Background: an optimization exercise with open tools, aiming at small area. Do not read the settings as production practice.
Function was checked by simulation only, so behaviour that the tests miss may differ from the original.

==> flow/design.v (outline; a module is shown in full before it is edited, if it fits) <==
// module dline: 13 lines
// module mult24: 1594 lines
// module fa3: 6 lines
// module ha2: 6 lines
// module mac: 229 lines
module mac(clk, a, b, c, op, z);
  // ...
==> flow/run.sh <==
#!/bin/bash
# synth_recipe.tcl (not shown) runs the flow's synth.tcl, then flattens the netlist and writes it again
# the make line also repeats each setting of config.mk as NAME=value (left out here)
make -C /OpenROAD-flow-scripts/flow DESIGN_CONFIG=/design/flow/config.mk WORK_HOME=/design/flow/orfs CLKGATE_MAP_FILE= SYNTH_SCRIPT=/design/flow/synth_recipe.tcl finish
==> flow/config.mk <==
export PLATFORM = sky130hd
export DESIGN_NAME = mac
export DESIGN_NICKNAME = mac
export VERILOG_FILES = /design/flow/design.v
export SDC_FILE = /design/flow/constraint.sdc
export NUM_CORES = 4
export LEC_CHECK = 0
export CAP_MARGIN = 20
export CORE_MARGIN = 2
export CORE_UTILIZATION = 40
export CTS_BUF_LIST = sky130_fd_sc_hd__clkbuf_8
export CTS_CLUSTER_SIZE = 30
export GPL_TIMING_DRIVEN = 0
export SLEW_MARGIN = 20
export SYNTH_HIERARCHICAL = 1
export SYNTH_MINIMUM_KEEP_SIZE = 0
==> flow/constraint.sdc <==
create_clock -name core_clock -period 13.0 [get_ports {clk}]
set_input_delay 2.6000 -clock core_clock [delete_from_list [all_inputs] [get_ports {clk}]]
set_output_delay 2.6000 -clock core_clock [all_outputs]
set_load 0.01 [all_outputs]
==> impl_summary.txt, run 1 <==
----------------------------------------------------
[Min path]
  Endpoint of the worst hold path ... u_dl.r[11][30]$_DFF_P_
  Worst hold path type ... register to register

[Global route]
  GR peak layer ... met2
  Overall Global Routing Usage ... 0.244

[Setup path]
  Maximum cell stage delay along the critical path ... 620 ps
  Type of the setup path with the least slack ... input pin to register

[Cells and area]
  Number of ordinary and repair buffers in the finished layout ... 387
  Sequential cell count of the final layout ... 584
  Register area ... 11700 µm²

[STA]
  F_max ... 0.0798 GHz
  Total negative slack ... 0 ps

[Yosys]
  Dominant combinational cell family by area after synthesis ... adder cells
  Number of instances in the synthesized netlist ... 4217
  Share of the synthesized area in the top cell type ... 0.289
  Synth Area in Compound Gates ... 0.160
  Share of the synthesized netlist area taken by xor and xnor gates ... 0.0798
  Share of cell area taken by muxes after synthesis ... 0.0840
  Cell types with the largest area share after synthesis ... dfxtp_1, fa_1, ha_1, xnor2_1, mux2i_1

[Outcome]
  Outcome ... finished clean

[Routing]
  Count of antenna-violating nets left after detailed routing ... 0

[Placed design]
  Half-perimeter wire length after detailed placement ... 104000 µm

[Clocking]
  TritonCTS clock tree ... yes
  Clock transition time at the flip-flop clock pins of the worst setup and hold paths ... 70 ps
  CTS Root Cell ... clkbuf_8
  CTS Hold Buffers Added ... 0
  Postcts setup bufs ... 3
  Bufs on Longest Clock Path ... 3

[Floorplanning]
  Total Die Area ... 104000 µm²
  DIE HEIGHT ... 322 µm
  Total number of tap cells ... 1298
  Number of top-level pins ... 130

----------------------------------------------------
==> inputs of run 2 (changes only) <==
--- a/flow/config.mk
+++ b/flow/config.mk
@@ -6,4 +6,5 @@
 export NUM_CORES = 4
 export LEC_CHECK = 0
+export ABC_AREA = 1
 export CAP_MARGIN = 20
 export CORE_MARGIN = 2
==> impl_summary.txt, run 2 <==
----------------------------------------------------
[Setup path]
  Worst reg2reg path startpoint ... pz2[6]$_SDFF_PP0_ (unchanged)
  Type of the setup path with the least slack ... input pin to register (unchanged)
  Worst Path Arrival ... 12730 ps (was 13140 ps)
  Maximum cell stage delay along the critical path ... 490 ps (was 620 ps)
  Maximum fanout encountered on the critical timing path ... 10 (unchanged)
  CP Buf/Inv Count ... 14 (was 5)
  Critical path's most frequent cell ... ha_1 (was fa_1)
  Required time of the worst setup path ... 13540 ps (was 13600 ps)
  Cell with the biggest individual delay on the critical path ... fa_1 (was clkdlybuf4s50_1)
  Top delay family on crit path ... adder cells (unchanged)
  Element type at the critical path start ... input pin (unchanged)
  Timing startpoint of the critical path ... a[28] (was b[18])
  Crit. End Element ... register (unchanged)

[Yosys]
  Number of enable flip-flop cells after synthesis ... 0 (unchanged)
  Number of instances in the synthesized netlist ... 5036 (was 4217)
  Primary flip-flop cell chosen by synthesis mapping ... dfxtp_1 (unchanged)
  Most area-hungry cell type in the Yosys netlist ... dfxtp_1 (unchanged)
  Post-synth ARST share ... 0 (unchanged)
  Most frequently used cell type in the post-synthesis netlist ... nand2_1 (was dfxtp_1)
  Cell types with the largest area share after synthesis ... dfxtp_1, fa_1, nand2_1, ha_1, nand3_1 (was dfxtp_1, fa_1, ha_1, xnor2_1, mux2i_1)
  Unique cell type count in the Yosys netlist ... 71 (was 100)
  Seq/Total Area, Yosys ... 0.288 (was 0.289)
  Avg Cell Area, Syn ... 8.05 µm² (was 9.60 µm²)
  Share of the synthesized area in the top cell type ... 0.288 (was 0.289)
  Post-synthesis register bit count ... 584 (unchanged)
  Synth cell count leaders ... nand2_1, dfxtp_1, inv_1 (was dfxtp_1, nand2_1, xnor2_1)
  Synth Warn # ... 9 (unchanged)
  Total standard cell area after synthesis ... 40500 µm² (about the same)

[Placed design]
  Number of buffers added on ports ... 129 (unchanged)
  Half-perimeter wire length after detailed placement ... 109000 µm (was 104000 µm)
  RePlAce Congestion ... 1.00 (was 0.982)

[Job]
  Max capacitance violation total ... 0 (unchanged)

[Global route]
  Overall Global Routing Usage ... 0.251 (was 0.244)
  Number of global-route vias before repair ... 34.2k (was 32.6k)
  Global-route wire length before repair ... 201000 µm (was 196000 µm)
  Largest net degree at the start of global routing ... 13 (was 20)
  Initial antenna violation count ... 0 (was 4)
  Overall overflow remaining after global route ... 0 (unchanged)

[Clocking]
  # resized after CTS ... 0 (was 60)
  Clock transition time at the flip-flop clock pins of the worst setup and hold paths ... 80 ps (was 70 ps)
  CTS Root Cell ... clkbuf_8 (unchanged)
  Bufs on Longest Clock Path ... 3 (unchanged)
  Sinks on the clock net ... 584 (unchanged)
  Latest clock arrival within the worst-skew pair ... 680 ps (about the same)
  Number of buffers inserted during clock tree synthesis ... 78 (was 81)
  CTS Hold Buffers Added ... 0 (unchanged)
  Postcts setup bufs ... 0 (was 3)
  CTS H-tree lvls ... 3 (unchanged)
  TritonCTS clock tree ... yes (unchanged)

[Routing]
  Via count ... 35.6k (was 33.3k)
  Remaining design rule violation count ... 0 (unchanged)
  Wirelength per Cell ... 19.6 µm (was 22.0 µm)
  Drt first-iter violations ... 3322 (was 2817)
  Total Wirelength ... 131000 µm (was 128000 µm)
  Via count normalized by instance count ... 5.34 (was 5.73)
  DR pass1 iterations ... 6 (unchanged)
  Count of antenna-violating nets left after detailed routing ... 0 (unchanged)

[Cells and area]
  Number of antenna diodes ... 0 (was 3)
  Filler cell count in the final layout ... 10.2k (was 9756)
  Utilization after layout ... 0.451 (was 0.456)
  Nets ... 5914 (was 5106)
  Number of flip-flops in the largest register ... 416 (unchanged)
  Proportion of layout cells with a drive suffix above 1 ... 0.0589 (was 0.0853)
  Most common cell after layout, fill and taps aside ... nand2_1 (was dfxtp_1)
  Area growth from synthesis to layout ... 11.5% (was 13.0%)
  Top reg by flops ... u_dl.r (unchanged)
  Top library cells by usage in the layout, fill and taps aside ... nand2_1, dfxtp_1, inv_1, nand3_1, fa_1 (was dfxtp_1, nand2_1, xnor2_1, fa_1, o22ai_1)

[Floorplanning]
  DIE HEIGHT ... 322 µm (about the same)
  Die span in x ... 322 µm (about the same)
  Number of top-level pins ... 130 (unchanged)
  Total Die Area ... 104000 µm² (about the same)
  Initial Util ... 0.404 (about the same)
  Area inside the core boundary ... 100000 µm² (about the same)
  Num rows ... 116 (unchanged)

[STA]
  Final cycle utilization of the critical path ... 0.938 (was 0.964)
  Largest clock skew in the final design ... 38.7 ps (was 58.1 ps)
  Total negative slack ... 0 ps (unchanged)
  F_max ... 0.0820 GHz (was 0.0798 GHz)
  Final setup violating endpoints ... 0 (unchanged)
  Worst Max-Slew Pin Slew ... 1040 ps (was 1130 ps)
  Tmin final ... 12190 ps (was 12530 ps)
  Slew Viols, Final ... 0 (unchanged)
  Number of hold violations in the final report ... 0 (unchanged)
  Worst relative slew slack ... 0.299 (was 0.240)
  Setup repair after global routing missed its margin ... no

[Min path]
  Worst hold path type ... register to register (unchanged)
  Startpoint of the most critical hold path ... r4[25]$_SDFF_PP1_ (was u_dl.r[10][30]$_DFF_P_)

[Outcome]
  Outcome ... finished clean (unchanged)

----------------------------------------------------
[run 2: cell types whose count changed after synthesis, moves of 36 or more]
cell	before	now
nand2_1	413	1129
nand3_1	55	412
inv_1	130	472
mux2i_1	225	4
xnor2_1	322	156
xor2_1	45	207
o21ai_0	130	261
and2_1	73	5
buf_1	69	14
a21oi_1	201	149
nand2b_1	47	0
mux4_2	38	0
buf_2	12	48
[run 2: kinds of logic (layout without fill, tap and decap cells)]
kind of cell / count (synthesis) / after routing / share of synthesized area
other: 1 / 12 / 0.0000925
adders and majority gates: 560 / 560 / 0.230
muxes: 4 / 4 / 0.000988
AOI/OAI and AO/OA: 842 / 842 / 0.122
xor gates and xnor gates: 363 / 363 / 0.0784
buffers and inverters: 741 / 1006 / 0.0735
and+or+nand+nor: 1941 / 1941 / 0.207
DFF: 584 / 584 / 0.288
[run 2: per-layer routing]
metal  part of all wire  GRT usage
met1               0.45      0.349
met2               0.44      0.397
met3              0.080     0.0475
met4              0.027     0.0665
met5                  0          0
[run 2: path summary, 6_finish.rpt]
kind              slack (ps)                     to  cells past startpoint
hold reg to reg          300  u_dl.r[0][25]$_DFF_P_                      0
setup / recovery         810     pz2[29]$_SDFF_PP1_                     48
hold / removal           300  u_dl.r[0][25]$_DFF_P_                      0
setup reg to reg        1220       sum3[24]$_DFF_P_                     64
[run 2: final cells by class]
| cell class | count | area, µm² | share of cell area |
|---|---|---|---|
| buffer | 237 | 1090 | 0.0240 |
| clock buffer | 93 | 1280 | 0.0283 |
| clock inverter | 43 | 339 | 0.00750 |
| inverter | 504 | 1890 | 0.0419 |
| multi-input combinational | 3722 | 25900 | 0.573 |
| sequential | 584 | 11700 | 0.259 |
| tap | 1357 | 1700 | 0.0376 |
| timing repair buffer | 129 | 1290 | 0.0286 |
[run 2: metrics by stage]
step	hold slack, ps	cells	cell area [µm²]	setup WS (ps)
after floorplan	310	5047	40600	2350
after global placement	310	6533	43600	65.0
after detailed placement	312	6533	43600	-29.1
after CTS	295	6669	45200	715
after global routing	302	6669	45200	26.7
final	300	6669	45200	810
[run 2: Yosys stat by module, one instance, submodules excluded, a selection]
module	copies in the design	cell area, µm²
mult24	1	7630
ha2	34	12.5
fa3	264	20.0
mac	1	18900
==> inputs of run 3 (changes only) <==
--- a/flow/config.mk
+++ b/flow/config.mk
@@ -12,5 +12,4 @@
 export CTS_BUF_LIST = sky130_fd_sc_hd__clkbuf_8
 export CTS_CLUSTER_SIZE = 30
-export GPL_TIMING_DRIVEN = 0
 export SLEW_MARGIN = 20
 export SYNTH_HIERARCHICAL = 1
==> impl_summary.txt, run 3 <==
----------------------------------------------------
[Yosys]
  Seq/Total Area, Yosys ... 0.288 (unchanged)
  Synth cell count leaders ... nand2_1, dfxtp_1, inv_1 (unchanged)
  Primary flip-flop cell chosen by synthesis mapping ... dfxtp_1 (unchanged)
  Share of the synthesized area in the top cell type ... 0.288 (unchanged)
  Total standard cell area after synthesis ... 40500 µm² (unchanged)
  Number of instances in the synthesized netlist ... 5036 (unchanged)
  Most frequently used cell type in the post-synthesis netlist ... nand2_1 (unchanged)
  Avg Cell Area, Syn ... 8.05 µm² (unchanged)
  Unique cell type count in the Yosys netlist ... 71 (unchanged)
  Number of enable flip-flop cells after synthesis ... 0 (unchanged)
  Post-synthesis register bit count ... 584 (unchanged)
  Post-synth ARST share ... 0 (unchanged)
  Synth Warn # ... 9 (unchanged)
  Cell types with the largest area share after synthesis ... dfxtp_1, fa_1, nand2_1, ha_1, nand3_1 (unchanged)
  Most area-hungry cell type in the Yosys netlist ... dfxtp_1 (unchanged)

[Routing]
  DR pass1 iterations ... 6 (unchanged)
  DR WL met3 ... 8370 µm (was 10500 µm)
  Via count normalized by instance count ... 5.26 (was 5.34)
  Via count ... 34.2k (was 35.6k)
  Remaining design rule violation count ... 0 (unchanged)
  Count of antenna-violating nets left after detailed routing ... 0 (unchanged)
  Highest routing layer actually used ... met5 (was met4)
  Total Wirelength ... 115000 µm (was 131000 µm)
  Wirelength per Cell ... 17.6 µm (was 19.6 µm)
  Met1 wire length ... 51200 µm (was 58700 µm)
  Drt first-iter violations ... 3145 (was 3322)
  Routed length on met2 ... 50300 µm (was 57800 µm)

[Placed design]
  DP Area ... 43000 µm² (was 43600 µm²)
  RePlAce Congestion ... 0.983 (was 1.00)
  Number of buffers added on ports ... 129 (unchanged)
  Half-perimeter wire length after detailed placement ... 92000 µm (was 109000 µm)

[Min path]
  Startpoint of the most critical hold path ... r4[1]$_SDFF_PP0_ (was r4[25]$_SDFF_PP1_)
  Worst hold path type ... register to register (unchanged)
  Worst hold path depth ... 0 (unchanged)
  Endpoint of the worst hold path ... u_dl.r[0][1]$_DFF_P_ (was u_dl.r[0][25]$_DFF_P_)

[Cells and area]
  Nets ... 5748 (was 5914)
  Top library cells by usage in the layout, fill and taps aside ... nand2_1, dfxtp_1, inv_1, nand3_1, fa_1 (unchanged)
  Number of flip-flops in the largest register ... 416 (unchanged)
  Register area ... 11700 µm² (unchanged)
  Filler cell count in the final layout ... 10.1k (was 10.2k)
  Top reg by flops ... u_dl.r (unchanged)
  Most common cell after layout, fill and taps aside ... nand2_1 (unchanged)
  Final Instance Area ... 44700 µm² (was 45200 µm²)
  Area growth from synthesis to layout ... 10.3% (was 11.5%)
  Proportion of layout cells with a drive suffix above 1 ... 0.0604 (was 0.0589)
  Area of the multi-input gates ... 25900 µm² (about the same)

[Setup path]
  Worst Reg2Reg Path Length in Cells ... 58 (was 64)
  Worst Path Arrival ... 12040 ps (was 12730 ps)
  Maximum cell stage delay along the critical path ... 640 ps (was 490 ps)
  Cell with the biggest individual delay on the critical path ... clkdlybuf4s50_1 (was fa_1)
  Type of the setup path with the least slack ... input pin to register (unchanged)
  Crit. End Element ... register (unchanged)
  Element type at the critical path start ... input pin (unchanged)
  Required time of the worst setup path ... 13500 ps (was 13540 ps)
  Critical path's most frequent cell ... nand2_1 (was ha_1)
  Maximum fanout encountered on the critical timing path ... 26 (was 10)
  Worst reg2reg path startpoint ... pz2[1]$_SDFF_PP0_ (was pz2[6]$_SDFF_PP0_)
  Worst reg-to-reg setup slack ... 2170 ps (was 1220 ps)
  Worst reg2reg path endpoint ... sum3[25]$_DFF_P_ (was sum3[24]$_DFF_P_)

[STA]
  Final cycle utilization of the critical path ... 0.888 (was 0.938)
  Tmin final ... 11540 ps (was 12190 ps)
  Worst relative slew slack ... 0.251 (was 0.299)
  Worst Max-Slew Pin Slew ... 1120 ps (was 1040 ps)
  Total negative slack ... 0 ps (unchanged)
  Final setup violating endpoints ... 0 (unchanged)
  Setup repair after global routing missed its margin ... no (unchanged)
  Largest clock skew in the final design ... 58.9 ps (was 38.7 ps)
  Slew Viols, Final ... 0 (unchanged)
  Number of hold violations in the final report ... 0 (unchanged)
  F_max ... 0.0867 GHz (was 0.0820 GHz)

[Floorplanning]
  Initial Util ... 0.404 (unchanged)
  DIE HEIGHT ... 322 µm (unchanged)
  Area inside the core boundary ... 100000 µm² (unchanged)
  Total Die Area ... 104000 µm² (unchanged)
  Number of top-level pins ... 130 (unchanged)
  Num rows ... 116 (unchanged)
  Die span in x ... 322 µm (unchanged)

[Clocking]
  Postcts setup bufs ... 0 (unchanged)
  Number of buffers inserted during clock tree synthesis ... 79 (was 78)
  CTS Root Cell ... clkbuf_8 (unchanged)
  # resized after CTS ... 0 (unchanged)
  Sinks on the clock net ... 584 (unchanged)
  Latest clock arrival within the worst-skew pair ... 680 ps (about the same)
  TritonCTS clock tree ... yes (unchanged)
  Clock transition time at the flip-flop clock pins of the worst setup and hold paths ... 60 ps (was 80 ps)
  CTS H-tree lvls ... 3 (unchanged)
  CTS Hold Buffers Added ... 0 (unchanged)
  Bufs on Longest Clock Path ... 3 (unchanged)

[Global route]
  Global-route wire length before repair ... 182000 µm (was 201000 µm)
  Largest net degree at the start of global routing ... 94 (was 13)
  Initial antenna violation count ... 3 (was 0)
  Overall Global Routing Usage ... 0.220 (was 0.251)
  Overall overflow remaining after global route ... 0 (unchanged)
  Number of global-route vias before repair ... 33.0k (was 34.2k)

[Outcome]
  Outcome ... finished clean (unchanged)

[Job]
  Max capacitance violation total ... 0 (unchanged)

----------------------------------------------------
## run 3: cell count changes in the layout (fill, tap and decap cells not counted), sizes merged, moves of 2 or more
cell	previous run	this run
buf	91	71
inv	518	520
clkinvlp	4	6
diode	0	6
clkbuf	239	103
clkinv	22	13
## run 3: through the flow
stage	instances	hold WS (ps)	setup slack (ps)	util
global route	6511	303	515	0.446
CTS	6506	295	1610	0.446
finish	6512	308	1460	0.446
global placement	6366	310	1120	0.429
detailed placement	6366	312	889	0.429
floorplan	5047	310	2350	-
## run 3: per-module statistics from Yosys, one instance, submodules excluded, a selection
module	flops+latches	cells
ha2	0	1
mac	168	3217
fa3	0	1
mult24	0	1105
## run 3: final cells by class
class | count | share of cell area
sequential | 584 | 0.261
inverter | 504 | 0.0423
clock buffer | 103 | 0.0317
clock inverter | 37 | 0.00641
tap | 1357 | 0.0380
antenna | 6 | 0.000336
timing repair buffer | 199 | 0.0405
multi-input combinational | 3722 | 0.579
## run 3: kinds of logic (layout without fill, tap and decap cells)
family | after synthesis | after routing | share of synthesized area
muxes | 4 | 4 | 0.000988
DFF | 584 | 584 | 0.288
buffers and inverters | 741 | 843 | 0.0735
and+or+nand+nor | 1941 | 1941 | 0.207
AOI/OAI and AO/OA | 842 | 842 | 0.122
xor gates and xnor gates | 363 | 363 | 0.0784
adders and majority gates | 560 | 560 | 0.230
other | 1 | 18 | 0.0000925
## run 3: worst max-delay path, delay by kind of cell
family	cells	cell delay (ps)
and+or+nand+nor	32	3850
buffers and inverters	9	1680
AOI/OAI and AO/OA	4	780
xor gates and xnor gates	1	70
adders and majority gates	12	3060
## run 3: worst max-delay path by stage
stage                      from            endpoint  slack, ps
after floorplan           a[23]         pu2$_DFF_P_       2350
after global placement    a[28]  pz2[29]$_SDFF_PP1_       1120
after detailed placement  a[28]  pz2[29]$_SDFF_PP1_        890
after CTS                 a[28]  pz2[29]$_SDFF_PP1_       1610
after global routing       b[3]  pz2[29]$_SDFF_PP1_        510
final                      b[3]  pz2[29]$_SDFF_PP1_       1460
## run 3: metal layers
metal  track usage  vias up
li1              -    16800
met1         0.300    15900
met2         0.348     1276
met3        0.0390      259
met4        0.0825        2
met5             0        -
==> inputs of run 4 (changes only) <==
--- a/flow/config.mk
+++ b/flow/config.mk
@@ -6,11 +6,10 @@
 export NUM_CORES = 4
 export LEC_CHECK = 0
-export ABC_AREA = 1
-export CAP_MARGIN = 20
+export CAP_MARGIN = 10
 export CORE_MARGIN = 2
 export CORE_UTILIZATION = 40
 export CTS_BUF_LIST = sky130_fd_sc_hd__clkbuf_8
 export CTS_CLUSTER_SIZE = 30
-export SLEW_MARGIN = 20
+export SLEW_MARGIN = 10
 export SYNTH_HIERARCHICAL = 1
 export SYNTH_MINIMUM_KEEP_SIZE = 0
==> impl_summary.txt, run 4 <==
----------------------------------------------------
[Routing]
  DR pass1 iterations ... 5 (was 6)
  Count of antenna-violating nets left after detailed routing ... 0 (unchanged)
  Drt first-iter violations ... 2815 (was 3145)
  Via count normalized by instance count ... 5.64 (was 5.26)
  Total Wirelength ... 119000 µm (was 115000 µm)
  Remaining design rule violation count ... 0 (unchanged)
  Via count ... 32.6k (was 34.2k)
  Wirelength per Cell ... 20.5 µm (was 17.6 µm)

[Yosys]
  Synth Warn # ... 9 (unchanged)
  Post-synthesis share of cell area spent on full adders, half adders and majority gates ... 0.230 (about the same)
  Most frequently used cell type in the post-synthesis netlist ... dfxtp_1 (was nand2_1)
  Share of the synthesized netlist area taken by xor and xnor gates ... 0.0798 (was 0.0784)
  Unique cell type count in the Yosys netlist ... 100 (was 71)
  Total standard cell area after synthesis ... 40500 µm² (about the same)
  Number of instances in the synthesized netlist ... 4217 (was 5036)
  Dominant combinational cell family by area after synthesis ... adder cells (unchanged)
  Seq/Total Area, Yosys ... 0.289 (was 0.288)
  Simple-Gate Fraction of Synth Area ... 0.120 (was 0.207)
  Most area-hungry cell type in the Yosys netlist ... dfxtp_1 (unchanged)
  Number of enable flip-flop cells after synthesis ... 0 (unchanged)
  Post-synthesis register bit count ... 584 (unchanged)
  Cell types with the largest area share after synthesis ... dfxtp_1, fa_1, ha_1, xnor2_1, mux2i_1 (was dfxtp_1, fa_1, nand2_1, ha_1, nand3_1)
  Primary flip-flop cell chosen by synthesis mapping ... dfxtp_1 (unchanged)
  Avg Cell Area, Syn ... 9.60 µm² (was 8.05 µm²)
  Synth cell count leaders ... dfxtp_1, nand2_1, xnor2_1 (was nand2_1, dfxtp_1, inv_1)
  Synth Area in Compound Gates ... 0.160 (was 0.122)
  Post-synth ARST share ... 0 (unchanged)
  Share of the synthesized area in the top cell type ... 0.289 (was 0.288)
  Share of cell area taken by muxes after synthesis ... 0.0840 (was 0.000988)

[Cells and area]
  Filler cell count in the final layout ... 9679 (was 10.1k)
  Proportion of layout cells with a drive suffix above 1 ... 0.108 (was 0.0604)
  Area growth from synthesis to layout ... 13.8% (was 10.3%)
  Area of the multi-input gates ... 27500 µm² (was 25900 µm²)
  Utilization after layout ... 0.460 (was 0.446)
  Top library cells by usage in the layout, fill and taps aside ... dfxtp_1, nand2_1, xnor2_1, fa_1, o22ai_1 (was nand2_1, dfxtp_1, inv_1, nand3_1, fa_1)
  Number of flip-flops in the largest register ... 416 (unchanged)
  Register area ... 11700 µm² (unchanged)
  Top reg by flops ... u_dl.r (unchanged)
  Nets ... 5072 (was 5748)
  Most common cell after layout, fill and taps aside ... dfxtp_1 (was nand2_1)
  Final Instance Area ... 46100 µm² (was 44700 µm²)

[STA]
  Final cycle utilization of the critical path ... 0.934 (was 0.888)
  Slew Viols, Final ... 0 (unchanged)
  Worst hold slack after final layout ... 304 ps (was 308 ps)
  Worst Max-Slew Pin Slew ... 1390 ps (was 1120 ps)
  Largest clock skew in the final design ... 41.8 ps (was 58.9 ps)
  F_max ... 0.0823 GHz (was 0.0867 GHz)
  Total negative slack ... 0 ps (unchanged)
  Final setup violating endpoints ... 0 (unchanged)
  Setup repair after global routing missed its margin ... no (unchanged)
  Worst relative slew slack ... 0.0589 (was 0.251)
  Number of hold violations in the final report ... 0 (unchanged)
  Tmin final ... 12150 ps (was 11540 ps)

[Placed design]
  RePlAce Congestion ... 0.979 (was 0.983)
  DP Area ... 44300 µm² (was 43000 µm²)
  Number of buffers added on ports ... 129 (unchanged)
  Half-perimeter wire length after detailed placement ... 95300 µm (was 92000 µm)

[Setup path]
  Worst Path Arrival ... 12740 ps (was 12040 ps)
  Maximum cell stage delay along the critical path ... 840 ps (was 640 ps)
  Worst reg2reg path endpoint ... sum3[26]$_DFF_P_ (was sum3[25]$_DFF_P_)
  Worst Reg2Reg Path Length in Cells ... 56 (was 58)
  Crit. End Element ... register (unchanged)
  Type of the setup path with the least slack ... input pin to register (unchanged)
  Cell with the biggest individual delay on the critical path ... nor4_1 (was clkdlybuf4s50_1)
  Maximum fanout encountered on the critical timing path ... 12 (was 26)
  Required time of the worst setup path ... 13590 ps (was 13500 ps)
  Critical path's most frequent cell ... fa_1 (was nand2_1)
  Worst reg2reg path startpoint ... pu2$_DFF_P_ (was pz2[1]$_SDFF_PP0_)
  Worst reg-to-reg setup slack ... 880 ps (was 2170 ps)
  Element type at the critical path start ... input pin (unchanged)

[Clocking]
  Latest clock arrival within the worst-skew pair ... 690 ps (was 680 ps)
  Bufs on Longest Clock Path ... 3 (unchanged)
  Sinks on the clock net ... 584 (unchanged)
  CTS Root Cell ... clkbuf_8 (unchanged)
  Postcts setup bufs ... 0 (unchanged)
  TritonCTS clock tree ... yes (unchanged)
  CTS H-tree lvls ... 3 (unchanged)
  # resized after CTS ... 0 (unchanged)
  Number of buffers inserted during clock tree synthesis ... 82 (was 79)
  CTS Hold Buffers Added ... 0 (unchanged)
  Clock transition time at the flip-flop clock pins of the worst setup and hold paths ... 60 ps (about the same)

[Min path]
  Endpoint of the worst hold path ... c2[30]$_DFF_P_ (was u_dl.r[0][1]$_DFF_P_)
  Worst hold path depth ... 0 (unchanged)
  Startpoint of the most critical hold path ... c1[30]$_DFF_P_ (was r4[1]$_SDFF_PP0_)
  Worst hold path type ... register to register (unchanged)

[Floorplanning]
  Num rows ... 116 (unchanged)
  Die span in x ... 322 µm (about the same)
  DIE HEIGHT ... 322 µm (about the same)
  Number of top-level pins ... 130 (unchanged)
  Area inside the core boundary ... 100000 µm² (about the same)
  Initial Util ... 0.404 (about the same)
  Total Die Area ... 104000 µm² (about the same)

[Outcome]
  Outcome ... finished clean (unchanged)

[Global route]
  Overall overflow remaining after global route ... 0 (unchanged)
  Number of global-route vias before repair ... 31.2k (was 33.0k)
  Overall Global Routing Usage ... 0.226 (was 0.220)
  Initial antenna violation count ... 5 (was 3)
  Largest net degree at the start of global routing ... 52 (was 94)
  Global-route wire length before repair ... 183000 µm (was 182000 µm)

[Job]
  Max capacitance violation total ... 0 (unchanged)

----------------------------------------------------
-- run 4: cell count changes after synthesis, sizes merged, moves of 135 or more --
cell | previous run | this run
xor2 | 207 | 45
o21ai | 271 | 136
inv | 496 | 140
nand3 | 417 | 55
mux2i | 4 | 225
xnor2 | 156 | 323
nand2 | 1158 | 414
-- run 4: through the flow --
step | setup WS (ps) | std cells
after floorplan | 553 | 4228
after CTS | 688 | 5777
after detailed placement | 214 | 5628
after global placement | 478 | 5628
after global routing | 12.1 | 5780
final | 853 | 5780
-- run 4: logic make-up (layout without fill, tap and decap cells) --
group / after synthesis / count (layout)
AO/OA/AOI/OAI: 978 / 978
XOR/XNOR: 368 / 368
adder cells (fa/ha/maj): 560 / 560
buffers and inverters: 390 / 641
flip-flops: 584 / 584
multiplexers: 289 / 289
other: 1 / 15
AND/OR/NAND/NOR: 1047 / 1047
-- run 4: worst max-delay path by stage --
stage / cells after the start / end / from
6_report: 33 / pz2[27]$_SDFF_PP1_ / b[13]
5_1_grt: 56 / sum3[26]$_DFF_P_ / pu2$_DFF_P_
4_1_cts: 56 / sum3[26]$_DFF_P_ / pu2$_DFF_P_
3_5_place_dp: 33 / pz2[27]$_SDFF_PP1_ / b[28]
3_3_place_gp: 33 / pz2[27]$_SDFF_PP1_ / b[28]
2_1_floorplan: 41 / pz2[27]$_SDFF_PP1_ / b[23]
-- run 4: per-module statistics from Yosys (local to each module, per instance), excerpt --
module	times used	cell area, µm²
mac	1	18800
mult24	1	7630
fa3	264	20.0
ha2	34	12.5
-- run 4: area by class of cell --
type | count | area share
multi-input cells | 3254 | 0.596
flip-flops and latches | 584 | 0.254
repair buffers | 352 | 0.0652
well taps | 1298 | 0.0352
clock buffers | 100 | 0.0299
inverters | 140 | 0.0114
clock inverters | 49 | 0.00855
diodes | 3 | 0.000163
-- run 4: layer usage --
metal,track usage,part of all wire,wire length [µm]
met2,0.352,0.44,52100
met1,0.312,0.45,53500
met5,0,0,0
met3,0.0368,0.066,7880
met4,0.0920,0.044,5220
-- run 4: critical path: cells and delay by family --
| family | cells | cell delay (ps) |
|---|---|---|
| simple gates | 6 | 1770 |
| compound gates | 10 | 1780 |
| xor+xnor | 1 | 170 |
| buf+inv | 4 | 1450 |
| mux | 2 | 880 |
| fa+ha+maj | 10 | 4050 |
==> module mac, before the edit <==
module mac(clk, a, b, c, op, z);
  input         clk;
  input  [31:0] a;
  input  [31:0] b;
  input  [31:0] c;
  input         op;
  output [31:0] z;
  function [4:0] lzc24;
    input [23:0] x;
    integer i;
    begin
      lzc24 = 5'd24;
      for (i = 0; i < 24; i = i + 1)
        if (x[i]) lzc24 = 5'd23 - i[4:0];
    end
  endfunction
  function [4:0] tzc24;
    input [23:0] x;
    integer i;
    begin
      tzc24 = 5'd24;
      for (i = 23; i >= 0; i = i - 1)
        if (x[i]) tzc24 = i[4:0];
    end
  endfunction
  function [5:0] rip6;
    input [5:0] x, y;
    input ci;
    integer i;
    reg k;
    begin
      k = ci;
      for (i = 0; i < 6; i = i + 1) begin
        rip6[i] = x[i] ^ y[i] ^ k;
        k = (x[i] & y[i]) | (k & (x[i] ^ y[i]));
      end
    end
  endfunction
  function [7:0] rip8;
    input [7:0] x, y;
    input ci;
    integer i;
    reg k;
    begin
      k = ci;
      for (i = 0; i < 8; i = i + 1) begin
        rip8[i] = x[i] ^ y[i] ^ k;
        k = (x[i] & y[i]) | (k & (x[i] ^ y[i]));
      end
    end
  endfunction
  function [9:0] rip10;
    input [9:0] x, y;
    input ci;
    integer i;
    reg k;
    begin
      k = ci;
      for (i = 0; i < 10; i = i + 1) begin
        rip10[i] = x[i] ^ y[i] ^ k;
        k = (x[i] & y[i]) | (k & (x[i] ^ y[i]));
      end
    end
  endfunction
  function [30:0] inc31;
    input [30:0] x;
    input ci;
    integer i;
    reg k;
    begin
      k = ci;
      for (i = 0; i < 31; i = i + 1) begin
        inc31[i] = x[i] ^ k;
        k = x[i] & k;
      end
    end
  endfunction
  function [30:0] inc31b;
    input [30:0] x;
    input ci;
    integer i;
    reg k;
    reg [3:0] cb;
    begin
      cb[0] = ci;
      cb[1] = cb[0] & (&x[7:0]);
      cb[2] = cb[1] & (&x[15:8]);
      cb[3] = cb[2] & (&x[23:16]);
      for (i = 0; i < 31; i = i + 1) begin
        if (i % 8 == 0) k = cb[i / 8];
        inc31b[i] = x[i] ^ k;
        k = x[i] & k;
      end
    end
  endfunction
  reg  [31:0] c1;
  always @(posedge clk)
    c1 <= {~op ^ c[31], c[30:0]};
  wire       ms   = a[31] ^ b[31];
  wire [7:0] ea   = a[30:23];
  wire [7:0] eb   = b[30:23];
  wire       anz  = |ea;
  wire       bnz  = |eb;
  wire       amax = &ea;
  wire       bmax = &eb;
  wire       amz  = ~|a[22:0];
  wire       bmz  = ~|b[22:0];
  wire       mnan = (amax & ~amz) | (bmax & ~bmz) |
                    (amax & ~bnz & bmz) | (bmax & ~anz & amz);
  wire       minf = amax | bmax;
  wire [23:0] ma = {anz, a[22:0]};
  wire [23:0] mb = {bnz, b[22:0]};
  wire [47:0] p;
  mult24 u_mult(ma, mb, p);
  wire [5:0] lza = {1'b0, lzc24(ma) | lzc24(mb)};
  wire [5:0] tz  = rip6({1'b0, tzc24(ma)}, {1'b0, tzc24(mb)}, 1'b0);
  wire [9:0] es  = rip10({2'b00, ea[7:1], ea[0] | ~anz},
                         {2'b00, eb[7:1], eb[0] | ~bnz}, 1'b0);
  wire [9:0] zb  = rip10(es, -10'd126, 1'b0);
  wire [9:0] zm1 = rip10(es, -10'd127, 1'b0);
  wire [9:0] et  = rip10(zb, {4'b1111, ~lza}, 1'b1);
  wire       lim = et[9] | (et[8:1] == 8'd0);    
  wire signed [6:0] l0 = lim ? ((zm1[9] & ~(&zm1[8:5] & (zm1[4:0] > 5'd6))) ? -7'sd25 : zm1[6:0])
                             : ((lza > 6'd24) ? 7'sd24 : {1'b0, lza});
  wire [5:0] u = 6'd24 - l0[5:0];                
  wire [96:0] w = {24'b0, p, 25'b0} >> u;
  wire [26:0] q = w[48:22];
  wire [7:0] tl   = rip8({2'b00, tz}, {l0[6], l0}, 1'b0);
  wire       st0  = tl[7] | (tl < 8'd21);
  wire [7:0] e8   = lim ? 8'd1 : et[7:0];
  wire       ovf0 = ~lim & ~et[9] & et[8];
  wire       ovf1 = ~lim & ~et[9] & ~et[8] & (&et[7:0]);
  wire        extra = ~q[26] & ~lim;
  wire [23:0] pm    = extra ? q[25:2] : q[26:3];
  wire        pg    = extra ? q[1] : q[2];
  wire        pr    = extra ? q[0] : q[1];
  wire        pst   = st0 | (~extra & q[0]);
  wire        pup   = pg & (pr | pst | pm[0]);
  wire [7:0]  pe    = e8 - {7'b0, extra};
  wire        povf  = ovf0 | (ovf1 & ~extra);
  wire [30:0] pz    = mnan          ? {9'h1ff, 22'b0} :
                      (minf | povf) ? {8'hff, 23'b0} :
                                      {pm[23] ? pe : 8'h00, pm[22:0]};
  wire        pu    = pup & ~(mnan | minf | povf);
  reg         ps2, pu2;
  reg  [30:0] pz2;
  reg  [31:0] c2;
  always @(posedge clk) begin
    c2  <= c1;
    ps2 <= ms;
    pz2 <= pz;
    pu2 <= pu;
  end
  wire [31:0] x     = {ps2, inc31b(pz2, pu2)};
  wire [31:0] y     = c2;
  wire       sx   = x[31];
  wire       sy   = y[31];
  wire       xmax = &x[30:23];
  wire       ymax = &y[30:23];
  wire       xmz  = ~|x[22:0];
  wire       ymz  = ~|y[22:0];
  wire       xn   = xmax & ~xmz;
  wire       yn   = ymax & ~ymz;
  wire       xi   = xmax & xmz;
  wire       yi   = ymax & ymz;
  wire [32:0] kx = xmax ? {10'b0000000001, x[22:0]} : {x[30:0], 2'b00};
  wire [32:0] ky = ymax ? {10'b0000000001, y[22:0]} : {y[30:0], 2'b00};
  wire xgt = kx > ky;
  wire tie = kx == ky;
  wire sdp = tie ? (sx & sy) : (xgt ? sx : sy);
  wire sgn = (xi & yi)  ? sy :
             (xi & ~yn) ? sx :
             (yi & ~xn) ? sy : sdp;
  wire nan = xn | yn | (xi & yi & (sx ^ sy));
  wire inf = xi | yi;
  wire [30:0] bg  = xgt ? x[30:0] : y[30:0];
  wire [30:0] sm  = xgt ? y[30:0] : x[30:0];
  wire        bnz2 = |bg[30:23];
  wire        snz2 = |sm[30:23];
  wire [7:0]  ebg = {bg[30:24], bg[23] | ~bnz2};
  wire [7:0]  esm = {sm[30:24], sm[23] | ~snz2};
  wire [23:0] mbg = {bnz2, bg[22:0]};
  wire [23:0] msm = {snz2, sm[22:0]};
  wire [7:0]  d   = ebg - esm;
  wire [4:0]  dd  = (d > 8'd31) ? 5'd31 : d[4:0];
  wire [26:0] sx3 = {msm, 3'b000};
  wire [26:0] sa  = sx3 >> dd;
  wire [26:0] lost = sx3 & ~({27{1'b1}} << dd);
  wire        stk = |lost;
  wire [27:0] bgx = {1'b0, mbg, 3'b000};
  wire [27:0] smx = {1'b0, sa[26:1], sa[0] | stk};
  wire        sub = sx ^ sy;
  wire [27:0] sum = bgx + (smx ^ {28{sub}}) + {27'b0, sub};
  reg         sg3, nan3, inf3;
  reg  [7:0]  eb3;
  reg  [27:0] sum3;
  always @(posedge clk) begin
    sg3  <= sgn;
    nan3 <= nan;
    inf3 <= inf;
    eb3  <= ebg;
    sum3 <= sum;
  end
  reg [4:0] lz;
  integer i;
  always @* begin
    lz = 5'd28;
    for (i = 0; i < 28; i = i + 1)
      if (sum3[i]) lz = 5'd27 - i[4:0];
  end
  wire [4:0]  sh  = ({3'b000, lz} <= eb3) ? lz : eb3[4:0];
  wire [27:0] sn  = sum3 << sh;
  wire [23:0] m   = sn[27:4];
  wire        g   = sn[3];
  wire        r   = sn[2];
  wire        st  = sn[1] | sn[0];
  wire        up  = g & (r | st | m[0]);
  wire [8:0]  e   = {1'b0, eb3} + 9'd1 - {4'b0, sh};
  wire        ovf = e[8] | (&e[7:0]);            
  wire [30:0] zu  = {m[23] ? e[7:0] : 8'h00, m[22:0]};
  wire [30:0] zr  = inc31(zu, up);
  wire [31:0] s   = nan3         ? {sg3, 9'h1ff, 22'b0} :
                    (inf3 | ovf) ? {sg3, 8'hff, 23'b0} :
                                   {sg3, zr};
  reg  [31:0] r4;
  always @(posedge clk)
    r4 <= s;
  dline #(32, 13) u_dl(clk, r4, z);
endmodule
==> inputs of run 5 (changes only) <==
--- a/flow/design.v
+++ b/flow/design.v
@@ -1713,4 +1713,27 @@
     end
   endfunction
+  function [27:0] bk28;
+    input [27:0] x, y;
+    input ci;
+    reg [27:0] gg, pp, hp;
+    integer k, dd;
+    begin
+      gg = x & y;
+      pp = x ^ y;
+      hp = pp;
+      gg[0] = gg[0] | (pp[0] & ci);
+      for (dd = 1; dd < 28; dd = dd * 2)
+        for (k = 2 * dd - 1; k < 28; k = k + 2 * dd) begin
+          gg[k] = gg[k] | (pp[k] & gg[k-dd]);
+          pp[k] = pp[k] & pp[k-dd];
+        end
+      for (dd = 8; dd >= 1; dd = dd / 2)
+        for (k = 3 * dd - 1; k < 28; k = k + 2 * dd) begin
+          gg[k] = gg[k] | (pp[k] & gg[k-dd]);
+          pp[k] = pp[k] & pp[k-dd];
+        end
+      bk28 = hp ^ {gg[26:0], ci};
+    end
+  endfunction
   reg  [31:0] c1;
   always @(posedge clk)
@@ -1810,5 +1833,5 @@
   wire [27:0] smx = {1'b0, sa[26:1], sa[0] | stk};
   wire        sub = sx ^ sy;
-  wire [27:0] sum = bgx + (smx ^ {28{sub}}) + {27'b0, sub};
+  wire [27:0] sum = bk28(bgx, smx ^ {28{sub}}, sub);
   reg         sg3, nan3, inf3;
   reg  [7:0]  eb3;
--- a/flow/config.mk
+++ b/flow/config.mk
@@ -6,10 +6,11 @@
 export NUM_CORES = 4
 export LEC_CHECK = 0
-export CAP_MARGIN = 10
+export ABC_AREA = 1
+export CAP_MARGIN = 20
 export CORE_MARGIN = 2
 export CORE_UTILIZATION = 40
 export CTS_BUF_LIST = sky130_fd_sc_hd__clkbuf_8
-export CTS_CLUSTER_SIZE = 30
-export SLEW_MARGIN = 10
+export CTS_CLUSTER_SIZE = 40
+export SLEW_MARGIN = 20
 export SYNTH_HIERARCHICAL = 1
 export SYNTH_MINIMUM_KEEP_SIZE = 0
==> impl_summary.txt, run 5 <==
----------------------------------------------------
[Outcome]
  Outcome ... finished clean (unchanged)

[Yosys]
  Post-synth ARST share ... 0 (unchanged)
  Primary flip-flop cell chosen by synthesis mapping ... dfxtp_1 (unchanged)
  Unique cell type count in the Yosys netlist ... 71 (was 100)
  Total standard cell area after synthesis ... 40000 µm² (was 40500 µm²)
  Avg Cell Area, Syn ... 8.33 µm² (was 9.60 µm²)
  Share of the synthesized area in the top cell type ... 0.292 (was 0.289)
  Synth cell count leaders ... nand2_1, dfxtp_1, inv_1 (was dfxtp_1, nand2_1, xnor2_1)
  Post-synthesis register bit count ... 584 (unchanged)
  Most frequently used cell type in the post-synthesis netlist ... nand2_1 (was dfxtp_1)
  Number of instances in the synthesized netlist ... 4800 (was 4217)
  Synth Warn # ... 9 (unchanged)
  Cell types with the largest area share after synthesis ... dfxtp_1, fa_1, nand2_1, ha_1, nand3_1 (was dfxtp_1, fa_1, ha_1, xnor2_1, mux2i_1)
  Most area-hungry cell type in the Yosys netlist ... dfxtp_1 (unchanged)
  Seq/Total Area, Yosys ... 0.292 (was 0.289)
  Number of enable flip-flop cells after synthesis ... 0 (unchanged)

[Setup path]
  Type of the setup path with the least slack ... input pin to register (unchanged)
  Required time of the worst setup path ... 13650 ps (was 13590 ps)
  Top delay family on crit path ... adder cells (unchanged)
  Maximum cell stage delay along the critical path ... 530 ps (was 840 ps)
  Crit. End Element ... register (unchanged)
  Cell with the biggest individual delay on the critical path ... inv_1 (was nor4_1)
  Critical path's most frequent cell ... ha_1 (was fa_1)
  Element type at the critical path start ... input pin (unchanged)
  CP Buf/Inv Count ... 12 (was 4)
  Worst Path Arrival ... 12350 ps (was 12740 ps)
  Maximum fanout encountered on the critical timing path ... 27 (was 12)

[STA]
  Worst relative slew slack ... 0.211 (was 0.0589)
  Worst hold slack after final layout ... 284 ps (was 304 ps)
  Slew Viols, Final ... 0 (unchanged)
  Tmin final ... 11690 ps (was 12150 ps)
  Worst Max-Slew Pin Slew ... 1180 ps (was 1390 ps)
  Number of hold violations in the final report ... 0 (unchanged)
  Largest clock skew in the final design ... 86.1 ps (was 41.8 ps)
  Setup repair after global routing missed its margin ... no (unchanged)
  F_max ... 0.0855 GHz (was 0.0823 GHz)
  Final cycle utilization of the critical path ... 0.900 (was 0.934)
  Final setup violating endpoints ... 0 (unchanged)
  Total negative slack ... 0 ps (unchanged)

[Routing]
  Total Wirelength ... 115000 µm (was 119000 µm)
  Via count normalized by instance count ... 5.35 (was 5.64)
  Wirelength per Cell ... 18.4 µm (was 20.5 µm)
  Drt first-iter violations ... 2851 (was 2815)
  Via count ... 33.4k (was 32.6k)
  Count of antenna-violating nets left after detailed routing ... 0 (unchanged)
  Remaining design rule violation count ... 0 (unchanged)
  DR pass1 iterations ... 6 (was 5)

[Floorplanning]
  Area inside the core boundary ... 98700 µm² (was 100000 µm²)
  Die span in x ... 320 µm (was 322 µm)
  Number of top-level pins ... 130 (unchanged)
  Num rows ... 115 (was 116)
  Initial Util ... 0.405 (was 0.404)
  Total Die Area ... 102000 µm² (was 104000 µm²)
  DIE HEIGHT ... 320 µm (was 322 µm)

[Global route]
  Overall Global Routing Usage ... 0.223 (was 0.226)
  Largest net degree at the start of global routing ... 78 (was 52)
  Overall overflow remaining after global route ... 0 (unchanged)
  Initial antenna violation count ... 4 (was 5)
  Number of global-route vias before repair ... 32.8k (was 31.2k)
  Global-route wire length before repair ... 181000 µm (was 183000 µm)

[Placed design]
  Number of buffers added on ports ... 129 (unchanged)
  RePlAce Congestion ... 0.960 (was 0.979)
  Half-perimeter wire length after detailed placement ... 90200 µm (was 95300 µm)

[Cells and area]
  Top library cells by usage in the layout, fill and taps aside ... nand2_1, dfxtp_1, inv_1, nand3_1, fa_1 (was dfxtp_1, nand2_1, xnor2_1, fa_1, o22ai_1)
  Number of flip-flops in the largest register ... 416 (unchanged)
  Most common cell after layout, fill and taps aside ... nand2_1 (was dfxtp_1)
  Area growth from synthesis to layout ... 10.6% (was 13.8%)
  Proportion of layout cells with a drive suffix above 1 ... 0.0738 (was 0.108)
  Top reg by flops ... u_dl.r (unchanged)
  Nets ... 5551 (was 5072)

[Clocking]
  Bufs on Longest Clock Path ... 3 (unchanged)
  Sinks on the clock net ... 584 (unchanged)
  TritonCTS clock tree ... yes (unchanged)
  Postcts setup bufs ... 0 (unchanged)
  CTS Root Cell ... clkbuf_8 (unchanged)
  Clock transition time at the flip-flop clock pins of the worst setup and hold paths ... 70 ps (was 60 ps)
  Latest clock arrival within the worst-skew pair ... 720 ps (was 690 ps)
  Number of buffers inserted during clock tree synthesis ... 82 (unchanged)
  # resized after CTS ... 0 (unchanged)
  CTS H-tree lvls ... 3 (unchanged)
  CTS Hold Buffers Added ... 0 (unchanged)

[Job]
  Max capacitance violation total ... 0 (unchanged)

[Min path]
  Worst hold path type ... register to register (unchanged)

----------------------------------------------------
[run 5: final cells by class]
class	count	area (µm²)
Timing Repair Buffer	225	2010
Inverter	476	1790
Fill cell	9881	54500
Tap cell	1287	1610
Antenna cell	1	2.50
Sequential cell	584	11700
Clock buffer	93	1280
Clock inverter	53	402
Multi-Input combinational cell	3512	25400
[run 5: logic make-up (layout without fill, tap and decap cells)]
| group | Yosys count | in the layout | synth area share |
|---|---|---|---|
| flops | 584 | 584 | 0.292 |
| xor+xnor | 358 | 358 | 0.0784 |
| simple gates | 1781 | 1781 | 0.200 |
| mux | 8 | 8 | 0.00200 |
| compound gates | 781 | 781 | 0.115 |
| other cells | 1 | 13 | 0.0000938 |
| buf+inv | 715 | 847 | 0.0732 |
| fa+ha+maj | 572 | 572 | 0.239 |
[run 5: layer usage]
| metal | up-vias | share of wire | track usage |
|---|---|---|---|
| met5 | - | 0.00021 | 0 |
| met4 | 4 | 0.036 | 0.0812 |
| met3 | 236 | 0.076 | 0.0433 |
| met2 | 1249 | 0.45 | 0.356 |
| met1 | 15800 | 0.44 | 0.300 |
| li1 | 16100 | - | - |
[run 5: path summary, 6_finish.rpt]
check | end | from | slack [ps] | cells past startpoint
hold / removal | u_dl.r[3][0]$_DFF_P_ | u_dl.r[2][0]$_DFF_P_ | 280 | 0
hold reg to reg | u_dl.r[3][0]$_DFF_P_ | u_dl.r[2][0]$_DFF_P_ | 280 | 0
setup reg to reg | sum3[27]$_DFF_P_ | pz2[2]$_SDFF_PP0_ | 1800 | 67
setup / recovery | pz2[29]$_SDFF_PP1_ | a[28] | 1310 | 45
[run 5: per-stage QoR]
step / util / cell area (µm²) / std cells / worst slack, ps
CTS: 0.448 / 44200 / 6230 / 1390
detailed placement: 0.431 / 42500 / 6084 / 659
global route: 0.448 / 44200 / 6231 / 446
global placement: 0.431 / 42500 / 6084 / 791
finish: 0.448 / 44200 / 6231 / 1310
floorplan: - / 40000 / 4811 / 1890
[run 5: modules after synthesis, one instance, submodules excluded, excerpt]
module	cells inside	times used	flip-flops and latches	area [µm²]
mac	2981	1	168	18300
mult24	1105	1	0	7630
fa3	1	264	0	20.0
ha2	1	34	0	12.5
==> inputs of run 6 (changes only) <==
--- a/flow/config.mk
+++ b/flow/config.mk
@@ -11,5 +11,5 @@
 export CORE_UTILIZATION = 40
 export CTS_BUF_LIST = sky130_fd_sc_hd__clkbuf_8
-export CTS_CLUSTER_SIZE = 40
+export CTS_CLUSTER_SIZE = 30
 export SLEW_MARGIN = 20
 export SYNTH_HIERARCHICAL = 1
==> impl_summary.txt, run 6 <==
----------------------------------------------------
[Min path]
  Worst hold path type ... register to register (unchanged)

[Yosys]
  Share of the synthesized area in the top cell type ... 0.292 (unchanged)
  Cell types with the largest area share after synthesis ... dfxtp_1, fa_1, nand2_1, ha_1, nand3_1 (unchanged)
  Number of instances in the synthesized netlist ... 4800 (unchanged)
  Share of the synthesized netlist area taken by xor and xnor gates ... 0.0784 (unchanged)
  Post-synthesis register bit count ... 584 (unchanged)
  Number of enable flip-flop cells after synthesis ... 0 (unchanged)
  Primary flip-flop cell chosen by synthesis mapping ... dfxtp_1 (unchanged)
  Share of cell area taken by muxes after synthesis ... 0.00200 (unchanged)
  Avg Cell Area, Syn ... 8.33 µm² (unchanged)
  Synth Area in Compound Gates ... 0.115 (unchanged)
  Most frequently used cell type in the post-synthesis netlist ... nand2_1 (unchanged)
  Post-synthesis share of cell area spent on full adders, half adders and majority gates ... 0.239 (unchanged)
  Dominant combinational cell family by area after synthesis ... adder cells (unchanged)
  Synth cell count leaders ... nand2_1, dfxtp_1, inv_1 (unchanged)
  Most area-hungry cell type in the Yosys netlist ... dfxtp_1 (unchanged)
  Total standard cell area after synthesis ... 40000 µm² (unchanged)
  Post-synth ARST share ... 0 (unchanged)
  Synth Warn # ... 9 (unchanged)
  Seq/Total Area, Yosys ... 0.292 (unchanged)
  Simple-Gate Fraction of Synth Area ... 0.200 (unchanged)
  Unique cell type count in the Yosys netlist ... 71 (unchanged)

[Cells and area]
  Final Instance Area ... 44200 µm² (unchanged)
  Nets ... 5551 (unchanged)
  Most common cell after layout, fill and taps aside ... nand2_1 (unchanged)
  Post-route insts no fill ... 6231 (unchanged)
  Number of flip-flops in the largest register ... 416 (unchanged)
  Area growth from synthesis to layout ... 10.6% (unchanged)
  Utilization after layout ... 0.448 (unchanged)
  Top library cells by usage in the layout, fill and taps aside ... nand2_1, dfxtp_1, inv_1, nand3_1, fa_1 (unchanged)
  Proportion of layout cells with a drive suffix above 1 ... 0.0738 (unchanged)
  Top reg by flops ... u_dl.r (unchanged)

[STA]
  Setup repair after global routing missed its margin ... no (unchanged)
  Slew Viols, Final ... 0 (unchanged)
  Number of hold violations in the final report ... 0 (unchanged)
  Total negative slack ... 0 ps (unchanged)
  F_max ... 0.0855 GHz (unchanged)
  Worst relative slew slack ... 0.211 (unchanged)
  Largest clock skew in the final design ... 86.1 ps (unchanged)
  Final setup violating endpoints ... 0 (unchanged)
  Final cycle utilization of the critical path ... 0.900 (unchanged)
  Worst Max-Slew Pin Slew ... 1180 ps (unchanged)
  Tmin final ... 11690 ps (unchanged)

[Placed design]
  DP Area ... 42500 µm² (unchanged)
  Number of buffers added on ports ... 129 (unchanged)
  RePlAce Congestion ... 0.960 (unchanged)
  Half-perimeter wire length after detailed placement ... 90200 µm (unchanged)
  Number of instances in the placed design ... 6084 (unchanged)

[Clocking]
  TritonCTS clock tree ... yes (unchanged)
  Latest clock arrival within the worst-skew pair ... 720 ps (about the same)
  Sinks on the clock net ... 584 (unchanged)
  CTS Hold Buffers Added ... 0 (unchanged)
  # resized after CTS ... 0 (unchanged)
  Postcts setup bufs ... 0 (unchanged)
  Number of buffers inserted during clock tree synthesis ... 82 (unchanged)
  Bufs on Longest Clock Path ... 3 (unchanged)
  Clock transition time at the flip-flop clock pins of the worst setup and hold paths ... 70 ps (about the same)
  CTS Root Cell ... clkbuf_8 (unchanged)
  CTS H-tree lvls ... 3 (unchanged)

[Routing]
  Via count normalized by instance count ... 5.35 (unchanged)
  DR pass1 iterations ... 6 (unchanged)
  Remaining design rule violation count ... 0 (unchanged)
  Via count ... 33.4k (unchanged)
  DR WL met3 ... 8670 µm (unchanged)
  Met1 wire length ... 50800 µm (unchanged)
  Wirelength per Cell ... 18.4 µm (unchanged)
  Routed length on met2 ... 51000 µm (unchanged)
  Total Wirelength ... 115000 µm (unchanged)
  Count of antenna-violating nets left after detailed routing ... 0 (unchanged)
  Highest routing layer actually used ... met5 (unchanged)
  Drt first-iter violations ... 2851 (unchanged)

[Setup path]
  Type of the setup path with the least slack ... input pin to register (unchanged)
  Cell with the biggest individual delay on the critical path ... inv_1 (unchanged)
  Maximum cell stage delay along the critical path ... 530 ps (about the same)
  Critical path's most frequent cell ... ha_1 (unchanged)
  Maximum fanout encountered on the critical timing path ... 27 (unchanged)
  Required time of the worst setup path ... 13650 ps (about the same)
  Worst Path Arrival ... 12350 ps (about the same)
  Worst reg-to-reg setup slack ... 1800 ps (about the same)
  Element type at the critical path start ... input pin (unchanged)
  Crit. End Element ... register (unchanged)

[Floorplanning]
  Die span in x ... 320 µm (unchanged)
  Area inside the core boundary ... 98700 µm² (unchanged)
  Initial Util ... 0.405 (unchanged)
  DIE HEIGHT ... 320 µm (unchanged)
  Num rows ... 115 (unchanged)
  Total Die Area ... 102000 µm² (unchanged)
  Number of top-level pins ... 130 (unchanged)

[Global route]
  Overall Global Routing Usage ... 0.223 (unchanged)
  Overall overflow remaining after global route ... 0 (unchanged)
  Initial antenna violation count ... 4 (unchanged)
  Number of global-route vias before repair ... 32.8k (unchanged)
  Largest net degree at the start of global routing ... 78 (unchanged)
  Global-route wire length before repair ... 181000 µm (unchanged)

[Outcome]
  Outcome ... finished clean (unchanged)

[Job]
  Max capacitance violation total ... 0 (unchanged)

----------------------------------------------------
==> run 6: layout make-up <==
cell class              instances  area, µm²
flip-flops and latches        584      11700
well taps                    1287       1610
diodes                          1       2.50
fillers                      9881      54500
clock inverters                53        402
clock buffers                  93       1280
inverters                     476       1790
repair buffers                225       2010
multi-input cells            3512      25400
==> run 6: path summary, 6_finish.rpt <==
check | cells after the start | from | endpoint
max | 45 | a[28] | pz2[29]$_SDFF_PP1_
min | 0 | u_dl.r[2][0]$_DFF_P_ | u_dl.r[3][0]$_DFF_P_
max reg2reg | 67 | pz2[2]$_SDFF_PP0_ | sum3[27]$_DFF_P_
min reg2reg | 0 | u_dl.r[2][0]$_DFF_P_ | u_dl.r[3][0]$_DFF_P_
==> run 6: worst max-delay path, delay by kind of cell <==
kind	cells	cell delay, ps
adders and majority gates	14	4380
xor gates and xnor gates	1	140
AOI/OAI and AO/OA	2	240
and+or+nand+nor	16	2240
buffers and inverters	12	2680
==> run 6: routing by layer <==
metal	up-vias	global-route usage
met5	-	0
met4	4	0.0812
met3	236	0.0433
met2	1249	0.356
met1	15800	0.300
li1	16100	-
==> run 6: metrics by stage <==
| step | worst slack, ps | hold slack (ps) |
|---|---|---|
| floorplan | 1890 | 310 |
| global placement | 791 | 309 |
| detailed placement | 659 | 312 |
| CTS | 1390 | 289 |
| global route | 446 | 278 |
| finish | 1310 | 284 |
==> run 6: cells by family (layout without fill, tap and decap cells) <==
kind of cell             after synthesis  after routing
AO/OA/AOI/OAI                        781            781
XOR/XNOR                             358            358
adder cells (fa/ha/maj)              572            572
buffers and inverters                715            847
flip-flops                           584            584
multiplexers                           8              8
other                                  1             13
AND/OR/NAND/NOR                     1781           1781
==> run 6: per-module statistics from Yosys (local to each module, per instance), a selection <==
module | cells inside | copies in the design
mac | 2981 | 1
ha2 | 1 | 34
fa3 | 1 | 264
mult24 | 1105 | 1
==> inputs of run 7 (changes only) <==
--- a/flow/config.mk
+++ b/flow/config.mk
@@ -10,5 +10,6 @@
 export CORE_MARGIN = 2
 export CORE_UTILIZATION = 40
-export CTS_BUF_LIST = sky130_fd_sc_hd__clkbuf_8
+export CTS_BUF_LIST = sky130_fd_sc_hd__clkbuf_16
+export CTS_CLUSTER_DIAMETER = 80
 export CTS_CLUSTER_SIZE = 30
 export SLEW_MARGIN = 20
==> impl_summary.txt, run 7 <==
----------------------------------------------------
[Outcome]
  Outcome ... finished clean (unchanged)

[Yosys]
  Primary flip-flop cell chosen by synthesis mapping ... dfxtp_1 (unchanged)
  Synth cell count leaders ... nand2_1, dfxtp_1, inv_1 (unchanged)
  Post-synth ARST share ... 0 (unchanged)
  Number of instances in the synthesized netlist ... 4800 (unchanged)
  Post-synthesis register bit count ... 584 (unchanged)
  Seq/Total Area, Yosys ... 0.292 (unchanged)
  Total standard cell area after synthesis ... 40000 µm² (unchanged)
  Cell types with the largest area share after synthesis ... dfxtp_1, fa_1, nand2_1, ha_1, nand3_1 (unchanged)
  Avg Cell Area, Syn ... 8.33 µm² (unchanged)
  Most area-hungry cell type in the Yosys netlist ... dfxtp_1 (unchanged)
  Most frequently used cell type in the post-synthesis netlist ... nand2_1 (unchanged)
  Share of the synthesized area in the top cell type ... 0.292 (unchanged)
  Number of enable flip-flop cells after synthesis ... 0 (unchanged)
  Synth Warn # ... 9 (unchanged)
  Unique cell type count in the Yosys netlist ... 71 (unchanged)

[Global route]
  Overall Global Routing Usage ... 0.219 (was 0.223)
  Global-route wire length before repair ... 179000 µm (was 181000 µm)
  Met2 capacity usage during global routing ... 0.354 (was 0.356)
  Largest net degree at the start of global routing ... 78 (unchanged)
  Met1 track utilization from global routing ... 0.300 (about the same)
  GR peak layer ... met2 (unchanged)
  Initial antenna violation count ... 2 (was 4)
  Overall overflow remaining after global route ... 0 (unchanged)
  Number of global-route vias before repair ... 32.2k (was 32.8k)
  M3 GR Usage ... 0.0337 (was 0.0433)

[Clocking]
  Clock transition time at the flip-flop clock pins of the worst setup and hold paths ... 100 ps (was 70 ps)
  Bufs on Longest Clock Path ... 3 (unchanged)
  Sinks on the clock net ... 584 (unchanged)
  Number of buffers inserted during clock tree synthesis ... 27 (was 82)
  CTS Root Cell ... clkbuf_16 (was clkbuf_8)
  CTS H-tree lvls ... 1 (was 3)
  CTS Hold Buffers Added ... 0 (unchanged)
  Latest clock arrival within the worst-skew pair ... 630 ps (was 720 ps)
  # resized after CTS ... 0 (unchanged)
  TritonCTS clock tree ... yes (unchanged)
  Postcts setup bufs ... 0 (unchanged)

[STA]
  F_max ... 0.0846 GHz (was 0.0855 GHz)
  Largest clock skew in the final design ... 57.0 ps (was 86.1 ps)
  Total negative slack ... 0 ps (unchanged)
  Slew Viols, Final ... 0 (unchanged)
  Setup repair after global routing missed its margin ... no (unchanged)
  Final cycle utilization of the critical path ... 0.909 (was 0.900)
  Final setup violating endpoints ... 0 (unchanged)
  Worst relative slew slack ... 0.224 (was 0.211)
  Worst Max-Slew Pin Slew ... 1160 ps (was 1180 ps)
  Tmin final ... 11820 ps (was 11690 ps)
  Number of hold violations in the final report ... 0 (unchanged)

[Floorplanning]
  Area inside the core boundary ... 98700 µm² (unchanged)
  Number of top-level pins ... 130 (unchanged)
  DIE HEIGHT ... 320 µm (unchanged)
  Num rows ... 115 (unchanged)
  Initial Util ... 0.405 (unchanged)
  Total Die Area ... 102000 µm² (unchanged)
  Die span in x ... 320 µm (unchanged)

[Setup path]
  Critical path's most frequent cell ... ha_1 (unchanged)
  Maximum fanout encountered on the critical timing path ... 27 (unchanged)
  Element type at the critical path start ... input pin (unchanged)
  Required time of the worst setup path ... 13570 ps (was 13650 ps)
  Type of the setup path with the least slack ... input pin to register (unchanged)
  Worst Path Arrival ... 12390 ps (was 12350 ps)
  Maximum cell stage delay along the critical path ... 560 ps (was 530 ps)
  Crit. End Element ... register (unchanged)
  Cell with the biggest individual delay on the critical path ... inv_1 (unchanged)

[Placed design]
  Number of buffers added on ports ... 129 (unchanged)
  Half-perimeter wire length after detailed placement ... 90200 µm (unchanged)
  RePlAce Congestion ... 0.960 (unchanged)
  Number of instances in the placed design ... 6084 (unchanged)

[Cells and area]
  Top reg by flops ... u_dl.r (unchanged)
  Nets ... 5496 (was 5551)
  Most common cell after layout, fill and taps aside ... nand2_1 (unchanged)
  Post-route insts no fill ... 6123 (was 6231)
  Top library cells by usage in the layout, fill and taps aside ... nand2_1, dfxtp_1, inv_1, nand3_1, fa_1 (unchanged)
  Proportion of layout cells with a drive suffix above 1 ... 0.0592 (was 0.0738)
  Area growth from synthesis to layout ... 8.51% (was 10.6%)
  Number of flip-flops in the largest register ... 416 (unchanged)
  Filler cell count in the final layout ... 9931 (was 9881)

[Routing]
  DR pass1 iterations ... 8 (was 6)
  Total Wirelength ... 113000 µm (was 115000 µm)
  Wirelength per Cell ... 18.5 µm (was 18.4 µm)
  Drt first-iter violations ... 2991 (was 2851)
  Count of antenna-violating nets left after detailed routing ... 0 (unchanged)
  Remaining design rule violation count ... 0 (unchanged)
  Via count ... 33.0k (was 33.4k)
  Via count normalized by instance count ... 5.38 (was 5.35)

[Min path]
  Worst hold path type ... register to register (unchanged)

[Job]
  Max capacitance violation total ... 0 (unchanged)

----------------------------------------------------
==> run 7: critical path: cells and delay by family <==
| family | cells | cell delay [ps] |
|---|---|---|
| simple gates | 16 | 2260 |
| buf+inv | 12 | 2740 |
| fa+ha+maj | 14 | 4360 |
| compound gates | 2 | 240 |
| xor+xnor | 1 | 140 |
==> run 7: layout make-up <==
cell class                 instances  area [µm²]  area share
inverter                         476        1790      0.0412
timing repair buffer             225        2010      0.0463
clock buffer                      27         676      0.0156
tap                             1287        1610      0.0371
antenna                            1        2.50   0.0000577
sequential                       584       11700       0.269
clock inverter                    11         184     0.00424
multi-input combinational       3512       25400       0.586
==> run 7: stage by stage <==
stage | utilization | cell area [µm²] | setup WS (ps) | hold WS (ps)
2_1_floorplan | - | 40000 | 1890 | 310
3_3_place_gp | 0.431 | 42500 | 791 | 309
3_5_place_dp | 0.431 | 42500 | 659 | 312
4_1_cts | 0.439 | 43400 | 1290 | 293
5_1_grt | 0.439 | 43400 | 345 | 293
6_report | 0.440 | 43400 | 1180 | 296
==> run 7: cell families after synthesis <==
group	Yosys count	synth area share
buffers and inverters	715	0.0732
xor gates and xnor gates	358	0.0784
other	1	0.0000938
DFF	584	0.292
adders and majority gates	572	0.239
and+or+nand+nor	1781	0.200
AOI/OAI and AO/OA	781	0.115
muxes	8	0.00200
==> run 7: worst paths after layout <==
path         depth (start not counted)              endpoint  slack (ps)                  from
max                                 45    pz2[29]$_SDFF_PP1_        1180                 a[28]
min                                  0  u_dl.r[1][7]$_DFF_P_         300  u_dl.r[0][7]$_DFF_P_
max reg2reg                         64      sum3[27]$_DFF_P_        1720           pu2$_DFF_P_
min reg2reg                          0  u_dl.r[1][7]$_DFF_P_         300  u_dl.r[0][7]$_DFF_P_
==> run 7: per-module statistics from Yosys, one instance, submodules excluded, excerpt <==
| module | area [µm²] | times used |
|---|---|---|
| ha2 | 12.5 | 34 |
| fa3 | 20.0 | 264 |
| mac | 18300 | 1 |
| mult24 | 7630 | 1 |
==> run 7: routing by layer <==
metal	up-vias	wire length [µm]
met5	-	0
met1	15600	50600
li1	15900	-
met2	1198	50500
met4	0	4070
met3	216	7960

==> port drivers added, routing unchanged <==
How much do the figures lean on ideal ports? The routed layouts below were timed once more, with nothing changed but the port constraints. Step 1 sets driving cells, clkbuf_16 on the clock port and buf_2 on the other inputs (assumed; they add their load-dependent delay and slew). Step 2, shift: input delay + t, output delay - t, t = (earliest + latest rising clock arrival at the registers) / 2. This alone moves slack from input paths to output paths. a / b / c = ideal ports / drivers / drivers and shift; a / b = the first two.
run	shift t [ns]	slack for setup (ns)	worst register clock-pin slew, ns
run 1	0.716	0.466 / 0.503 / -0.212	0.07 / 0.07
run 2	0.709	0.810 / 0.839 / 0.130	0.08 / 0.08
run 3	0.708	1.462 / 1.472 / 0.765	0.07 / 0.07
run 4	0.729	0.853 / 0.885 / 0.161	0.07 / 0.07
run 5	0.733	1.305 / 1.344 / 0.611	0.07 / 0.07
run 6	0.733	1.305 / 1.344 / 0.611	0.07 / 0.07
run 7	0.661	1.184 / 1.223 / 0.562	0.11 / 0.11
With both steps, setup timing fails in run 1, where it was met with ideal ports. For run 3, which loses most, drivers alone change the setup slack by +0.010 ns; drivers and shift together by -0.697 ns.
